Context: an optimization exercise on an open-source flow, tuned for small area, a short achievable clock period and few clock cycles. The choices shown serve that exercise and are no tape-out recipe. In this exercise RTL edits were held to simulation tests only and were not proved equivalent to the original. Power and IR drop assume default switching activity.

== the baseline ==
==> flow/design.v <==
module pipecpu(input logic clk, input logic reset,
               output logic [63:0] imem_addr, input logic [31:0] imem_data,
               output logic [63:0] dmem_addr, output logic dmem_we, output logic dmem_re,
               output logic [63:0] dmem_wdata, input logic [63:0] dmem_rdata);
  logic [61:0] pcw;
  assign imem_addr = {pcw, 2'b00};
  logic [31:0] iw;
  assign iw = imem_data;
  logic f_addi, f_adds, f_subs, f_and, f_eor, f_lsr, f_ldur, f_stur, f_b, f_blt, f_cbz;
  assign f_addi = (iw[31:22] == 10'b1001000100);
  assign f_adds = (iw[31:21] == 11'b10101011000);
  assign f_subs = (iw[31:21] == 11'b11101011000);
  assign f_and  = (iw[31:21] == 11'b10001010000);
  assign f_eor  = (iw[31:21] == 11'b11001010000);
  assign f_lsr  = (iw[31:21] == 11'b11010011010);
  assign f_ldur = (iw[31:21] == 11'b11111000010);
  assign f_stur = (iw[31:21] == 11'b11111000000);
  assign f_b    = (iw[31:26] == 6'b000101);
  assign f_blt  = (iw[31:24] == 8'b01010100) & (iw[3:0] == 4'b1011);
  assign f_cbz  = (iw[31:24] == 8'b10110100);
  logic [4:0] f_ra, f_rb, f_rd;
  assign f_ra = iw[9:5];
  assign f_rb = (iw[31:24] == 8'b11111000 || iw[31:24] == 8'b10110100) ? iw[4:0] : iw[20:16];
  assign f_rd = iw[4:0];
  logic f_wen;
  assign f_wen = (f_addi | f_adds | f_subs | f_and | f_eor | f_lsr | f_ldur) & (f_rd != 5'd31);
  logic        x_wen, x_ldur, x_stur, x_b, x_blt, x_cbz, x_setf, x_sub, x_and, x_eor, x_lsr, x_sum, x_useimm;
  logic [4:0]  x_rd;
  logic [3:0]  x_ra_hi, x_rb_hi;    
  logic [7:0]  x_ra_lo, x_rb_lo;    
  logic        x_fwa, x_fwb;
  logic [25:0] x_iw;      
  logic        x_addi;
  logic f_fwa, f_fwb;
  assign f_fwa = x_wen & ~x_ldur & (x_rd == f_ra);
  assign f_fwb = x_wen & ~x_ldur & (x_rd == f_rb);
  always_ff @(posedge clk) begin
    if (reset) begin
      x_wen <= 1'b0; x_ldur <= 1'b0; x_stur <= 1'b0;
      x_b <= 1'b0; x_blt <= 1'b0; x_cbz <= 1'b0; x_setf <= 1'b0;
    end else begin
      x_wen  <= f_wen;
      x_ldur <= f_ldur;
      x_stur <= f_stur;
      x_b    <= f_b;
      x_blt  <= f_blt;
      x_cbz  <= f_cbz;
      x_setf <= f_adds | f_subs;
    end
  end
  always_ff @(posedge clk) begin
    x_sub    <= f_subs;
    x_and    <= f_and;
    x_eor    <= f_eor;
    x_lsr    <= f_lsr;
    x_sum    <= ~(f_and | f_eor | f_lsr);
    x_useimm <= f_addi | f_ldur | f_stur;
    x_fwa    <= f_fwa;
    x_fwb    <= f_fwb;
    for (int i = 0; i < 4; i++) begin
      x_ra_hi[i] <= f_fwa ? (i == 3) : (f_ra[4:3] == i[1:0]);
      x_rb_hi[i] <= f_fwb ? (i == 3) : (f_rb[4:3] == i[1:0]);
    end
    for (int i = 0; i < 8; i++) begin
      x_ra_lo[i] <= f_fwa ? (i == 7) : (f_ra[2:0] == i[2:0]);
      x_rb_lo[i] <= f_fwb ? (i == 7) : (f_rb[2:0] == i[2:0]);
    end
    x_rd     <= f_rd;
    x_iw     <= iw[25:0];
    x_addi   <= f_addi;
  end
  logic [63:0] regs [0:30];
  logic [63:0] a, b, a_n, b_n;
  assign a = ~a_n;
  assign b = ~b_n;
  logic [63:0] wb_data;
  logic [4:0]  m_rd;
  logic        m_wen, m_load, m_store, m_wbld;
  logic [63:0] m_res, m_sdata;
  logic [31:0] sel_a, sel_b;
  always_comb begin
    for (int i = 0; i < 31; i++) begin
      sel_a[i] = x_ra_hi[i >> 3] & x_ra_lo[i & 7];
      sel_b[i] = x_rb_hi[i >> 3] & x_rb_lo[i & 7];
    end
    sel_a[31] = x_fwa;
    sel_b[31] = x_fwb;
  end
  genvar k, j;
  for (k = 0; k < 64; k++) begin : RD
    logic [31:0] col;
    for (j = 0; j < 31; j++) begin : C
      assign col[j] = regs[j][k];
    end
    assign col[31] = m_res[k];
    rdsl RA(.sel(sel_a), .d(col), .yn(a_n[k]));
    rdsl RB(.sel(sel_b), .d(col), .yn(b_n[k]));
  end
  assign wb_data = m_wbld ? dmem_rdata : m_res;
  always_ff @(posedge clk) begin
    for (int i = 0; i < 31; i++)
      if (m_wen && m_rd == i[4:0]) regs[i] <= wb_data;
  end
  logic [63:0] opb, addb, p, g, cy, sum, res;
  logic        lt_q;
  logic [12:0] x_imm;     
  assign x_imm = x_addi ? {1'b0, x_iw[21:10]} : {{4{x_iw[20]}}, x_iw[20:12]};
  assign opb  = x_useimm ? {{51{x_imm[12]}}, x_imm} : b;
  assign addb = opb ^ {64{x_sub}};
  assign p    = a ^ addb;
  assign g    = a & addb;
  logic [63:0] gc;
  logic        g0;
  assign g0 = g[0] | (p[0] & x_sub);
  pfx64 PFX(.g({g[63:1], g0}), .p(p), .c(gc));
  assign cy = {gc[62:0], x_sub};    
  assign sum = p ^ cy;
  logic [63:0] shr;
  shr64 SHR(.x(a), .sh(x_iw[15:10]), .y(shr));
  assign res = ({64{x_and}} & g) | ({64{x_eor}} & p) | ({64{x_lsr}} & shr) | ({64{x_sum}} & sum);
  logic m_setf, m_p63, m_a63, lt;
  assign lt = m_setf ? (m_p63 ? m_res[63] : m_a63) : lt_q;
  logic taken;
  assign taken = x_b | (x_blt & lt) | (x_cbz & (b == 64'd0));
  logic [27:0] lo_seq, lo_tgt;
  logic        c_seq, c_tgt, up_t, dn_t;
  logic [33:0] ones_below, zeros_below, hi_seq, hi_tgt;
  logic [27:0] x_offm1;
  dec28 DEC(.x(x_b ? {{2{x_iw[25]}}, x_iw[25:0]} : {{9{x_iw[23]}}, x_iw[23:5]}), .y(x_offm1));
  inc28 INC(.a(pcw[27:0]), .s(lo_seq), .co(c_seq));
  add28 TGT(.a(pcw[27:0]), .b(x_offm1), .s(lo_tgt), .co(c_tgt));
  always_comb begin
    ones_below[0]  = 1'b1;
    zeros_below[0] = 1'b1;
    for (int i = 1; i < 34; i++) begin
      ones_below[i]  = ones_below[i-1] & pcw[28+i-1];
      zeros_below[i] = zeros_below[i-1] & ~pcw[28+i-1];
    end
  end
  assign up_t   = c_tgt & ~x_offm1[27];
  assign dn_t   = x_offm1[27] & ~c_tgt;
  assign hi_seq = pcw[61:28] ^ ({34{c_seq}} & ones_below);
  assign hi_tgt = pcw[61:28] ^ (({34{up_t}} & ones_below) | ({34{dn_t}} & zeros_below));
  always_ff @(posedge clk) begin
    if (reset) begin
      pcw     <= 62'd0;
      lt_q    <= 1'b0;
      m_setf  <= 1'b0;
      m_wen   <= 1'b0;
      m_load  <= 1'b0;
      m_wbld  <= 1'b0;
      m_store <= 1'b0;
    end else begin
      pcw     <= taken ? {hi_tgt, lo_tgt} : {hi_seq, lo_seq};
      lt_q    <= lt;
      m_setf  <= x_setf;
      m_wen   <= x_wen;
      m_load  <= x_ldur;
      m_wbld  <= x_ldur & x_wen;
      m_store <= x_stur;
    end
  end
  always_ff @(posedge clk) begin
    m_rd    <= x_rd;
    m_res   <= res;
    m_sdata <= b;
    m_p63   <= p[63];
    m_a63   <= a[63];
  end
  assign dmem_addr  = m_res;
  assign dmem_we    = m_store;
  assign dmem_re    = m_load;
  assign dmem_wdata = m_sdata;
endmodule
module ao222n(input logic s0, d0, s1, d1, s2, d2, output logic yn);
  assign yn = ~((s0 & d0) | (s1 & d1) | (s2 & d2));
endmodule
module rdsl(input logic [31:0] sel, input logic [31:0] d, output logic yn);
  logic [10:0] t;
  genvar i;
  for (i = 0; i < 10; i++) begin : G
    ao222n A(.s0(sel[3*i]), .d0(d[3*i]), .s1(sel[3*i+1]), .d1(d[3*i+1]),
             .s2(sel[3*i+2]), .d2(d[3*i+2]), .yn(t[i]));
  end
  assign t[10] = ~((sel[30] & d[30]) | (sel[31] & d[31]));
  assign yn = ~(~&t[3:0] | ~&t[7:4] | ~&t[10:8]);
endmodule
module mx2n(input logic a, b, s, output logic yn);
  assign yn = ~(s ? b : a);
endmodule
module shr64(input logic [63:0] x, input logic [5:0] sh, output logic [63:0] y);
  logic [63:0] st [0:6];
  assign st[0] = x;
  genvar l, i;
  for (l = 0; l < 6; l++) begin : L
    for (i = 0; i < 64; i++) begin : B
      if (i + (1 << l) < 64) begin : M
        mx2n U(.a(st[l][i]), .b(st[l][i + (1 << l)]), .s(sh[l]), .yn(st[l+1][i]));
      end else begin : Z
        if (l % 2 == 0) begin : E
          assign st[l+1][i] = ~(st[l][i] & ~sh[l]);
        end else begin : O
          assign st[l+1][i] = ~(st[l][i] | sh[l]);
        end
      end
    end
  end
  assign y = st[6];
endmodule
module dec28(input logic [27:0] x, output logic [27:0] y);
  assign y = x - 28'd1;
endmodule
module inc28(input logic [27:0] a, output logic [27:0] s, output logic co);
  assign {co, s} = {1'b0, a} + 29'd1;
endmodule
module add28(input logic [27:0] a, b, output logic [27:0] s, output logic co);
  logic [27:0] p, g, c;
  assign p = a ^ b;
  assign g = a & b;
  pfx28 PFX(.g(g), .p(p), .c(c));
  assign s  = p ^ {c[26:0], 1'b0};
  assign co = c[27];
endmodule
module pfx28(input logic [27:0] g, p, output logic [27:0] c);
  always_comb begin
    logic [27:0] gg, pp, gn, pn;
    gg = g;
    pp = p;
    for (int l = 0; l < 5; l++) begin
      gn = gg;
      pn = pp;
      for (int i = 0; i < 28; i++)
        if ((i >> l) & 1) begin
          gn[i] = gg[i] | (pp[i] & gg[((i >> l) << l) - 1]);
          pn[i] = pp[i] & pp[((i >> l) << l) - 1];
        end
      gg = gn;
      pp = pn;
    end
    c = gg;
  end
endmodule
module pfx64(input logic [63:0] g, p, output logic [63:0] c);
  always_comb begin
    logic [63:0] gg, pp, gn, pn;
    gg = g;
    pp = p;
    for (int l = 0; l < 6; l++) begin
      gn = gg;
      pn = pp;
      for (int i = 0; i < 64; i++)
        if ((i >> l) & 1) begin
          gn[i] = gg[i] | (pp[i] & gg[((i >> l) << l) - 1]);
          pn[i] = pp[i] & pp[((i >> l) << l) - 1];
        end
      gg = gn;
      pp = pn;
    end
    c = gg;
  end
endmodule
clock: 28.0 ns
lec_check: 0
cap_margin: 20
core_margin: 2
core_utilization: 55
slew_margin: 20
synth_hierarchical: 1
synth_minimum_keep_size: 0
standard.sh (not shown) runs the stock make flow with config.mk's settings and CLKGATE_MAP_FILE= SYNTH_SCRIPT=/design/flow/synth_recipe.tcl, a recipe that flattens the netlist after the stock synthesis.
==> flow/flow/run.sh <==
#!/bin/bash
set -euo pipefail
MARGIN=$(cat flow/margin.txt)
bash standard.sh "SETUP_SLACK_MARGIN=$MARGIN" \
  "BUFFER_PORTS_ARGS=-buffer_cell sky130_fd_sc_hd__buf_2" \
  "CTS_ARGS=-sink_clustering_enable -repair_clock_nets -dont_use_dummy_load -sink_clustering_size 25 -sink_clustering_max_diameter 90" \
  finish > flow_standard.log 2>&1
==> flow/flow/margin.txt <==
21
Testbench counts of the baseline, summed over its fixed seeds: cycles 35,905.
Inputs modified between the baseline and the candidate:
--- a/flow/design.v
+++ b/flow/design.v
@@ -24,7 +24,7 @@
   assign f_rd = iw[4:0];
   logic f_wen;
   assign f_wen = (f_addi | f_adds | f_subs | f_and | f_eor | f_lsr | f_ldur) & (f_rd != 5'd31);
-  logic        x_wen, x_ldur, x_stur, x_b, x_blt, x_cbz, x_setf, x_sub, x_and, x_eor, x_lsr, x_sum, x_useimm;
+  logic        x_wen, x_ldur, x_stur, x_b, x_blt, x_cbz, x_setf, x_sub, x_and, x_eor, x_lsr, x_useimm;
   logic [4:0]  x_rd;
   logic [3:0]  x_ra_hi, x_rb_hi;    
   logic [7:0]  x_ra_lo, x_rb_lo;    
@@ -53,7 +53,6 @@
     x_and    <= f_and;
     x_eor    <= f_eor;
     x_lsr    <= f_lsr;
-    x_sum    <= ~(f_and | f_eor | f_lsr);
     x_useimm <= f_addi | f_ldur | f_stur;
     x_fwa    <= f_fwa;
     x_fwb    <= f_fwb;
@@ -117,11 +116,16 @@
   assign sum = p ^ cy;
   logic [63:0] shr;
   shr64 SHR(.x(a), .sh(x_iw[15:10]), .y(shr));
-  assign res = ({64{x_and}} & g) | ({64{x_eor}} & p) | ({64{x_lsr}} & shr) | ({64{x_sum}} & sum);
-  logic m_setf, m_p63, m_a63, lt;
-  assign lt = m_setf ? (m_p63 ? m_res[63] : m_a63) : lt_q;
+  always_comb begin
+    if (x_and)      res = g;
+    else if (x_eor) res = p;
+    else if (x_lsr) res = shr;
+    else            res = sum;
+  end
+  logic ovf;
+  assign ovf = (a[63] == addb[63]) & (sum[63] != a[63]);
   logic taken;
-  assign taken = x_b | (x_blt & lt) | (x_cbz & (b == 64'd0));
+  assign taken = x_b | (x_blt & lt_q) | (x_cbz & (b == 64'd0));
   logic [27:0] lo_seq, lo_tgt;
   logic        c_seq, c_tgt, up_t, dn_t;
   logic [33:0] ones_below, zeros_below, hi_seq, hi_tgt;
@@ -145,15 +149,13 @@
     if (reset) begin
       pcw     <= 62'd0;
       lt_q    <= 1'b0;
-      m_setf  <= 1'b0;
       m_wen   <= 1'b0;
       m_load  <= 1'b0;
       m_wbld  <= 1'b0;
       m_store <= 1'b0;
     end else begin
       pcw     <= taken ? {hi_tgt, lo_tgt} : {hi_seq, lo_seq};
-      lt_q    <= lt;
-      m_setf  <= x_setf;
+      if (x_setf) lt_q <= sum[63] ^ ovf;
       m_wen   <= x_wen;
       m_load  <= x_ldur;
       m_wbld  <= x_ldur & x_wen;
@@ -164,8 +166,6 @@
     m_rd    <= x_rd;
     m_res   <= res;
     m_sdata <= b;
-    m_p63   <= p[63];
-    m_a63   <= a[63];
   end
   assign dmem_addr  = m_res;
   assign dmem_we    = m_store;
## What came out
Arrival time at the worst endpoint ended up 60 ps lower on the candidate than on the baseline. Summary of the comparison: net count reported at finish is higher in the candidate, relative to the baseline. Relative area change from synthesis to final layout is lower on the candidate. Maximum single-stage delay on the critical path (the candidate over the baseline): increase, 50 ps. Changes observed in the candidate relative to the baseline: non-clock buffer count now sits higher, power dropped 2.3%, routed wire length now sits higher, placed wire-length estimate after detailed placement now larger.
Testbench counts of the candidate, summed over its fixed seeds: cycles 35,905.

[what the ideal ports hide]
No port has a modelled driver above. Below, the same layouts with a new extraction and two added sets of constraints. Step 1 assumes that a clkbuf_16 drives the clock port and a buf_2 every other input. Step 2, shift: input delay + t, output delay - t, t = (earliest + latest rising clock arrival at the registers) / 2. This alone moves slack from input paths to output paths. Three values: ideal, step 1, step 2; two values: the first two.
run | shift t [ns] | setup WS [ns] | worst register clock-pin slew, ns | cell pins on the clock port's net
the baseline | 0.901 | 20.786 / 20.806 / 19.905 | 0.11 / 0.11 | 1
the candidate | 0.905 | 20.853 / 20.826 / 20.294 | 0.11 / 0.11 | 1
After both steps every run listed still meets setup and hold. The setup slack of the baseline, which loses most, moves by +0.020 ns with the drivers and by -0.881 ns with both steps.
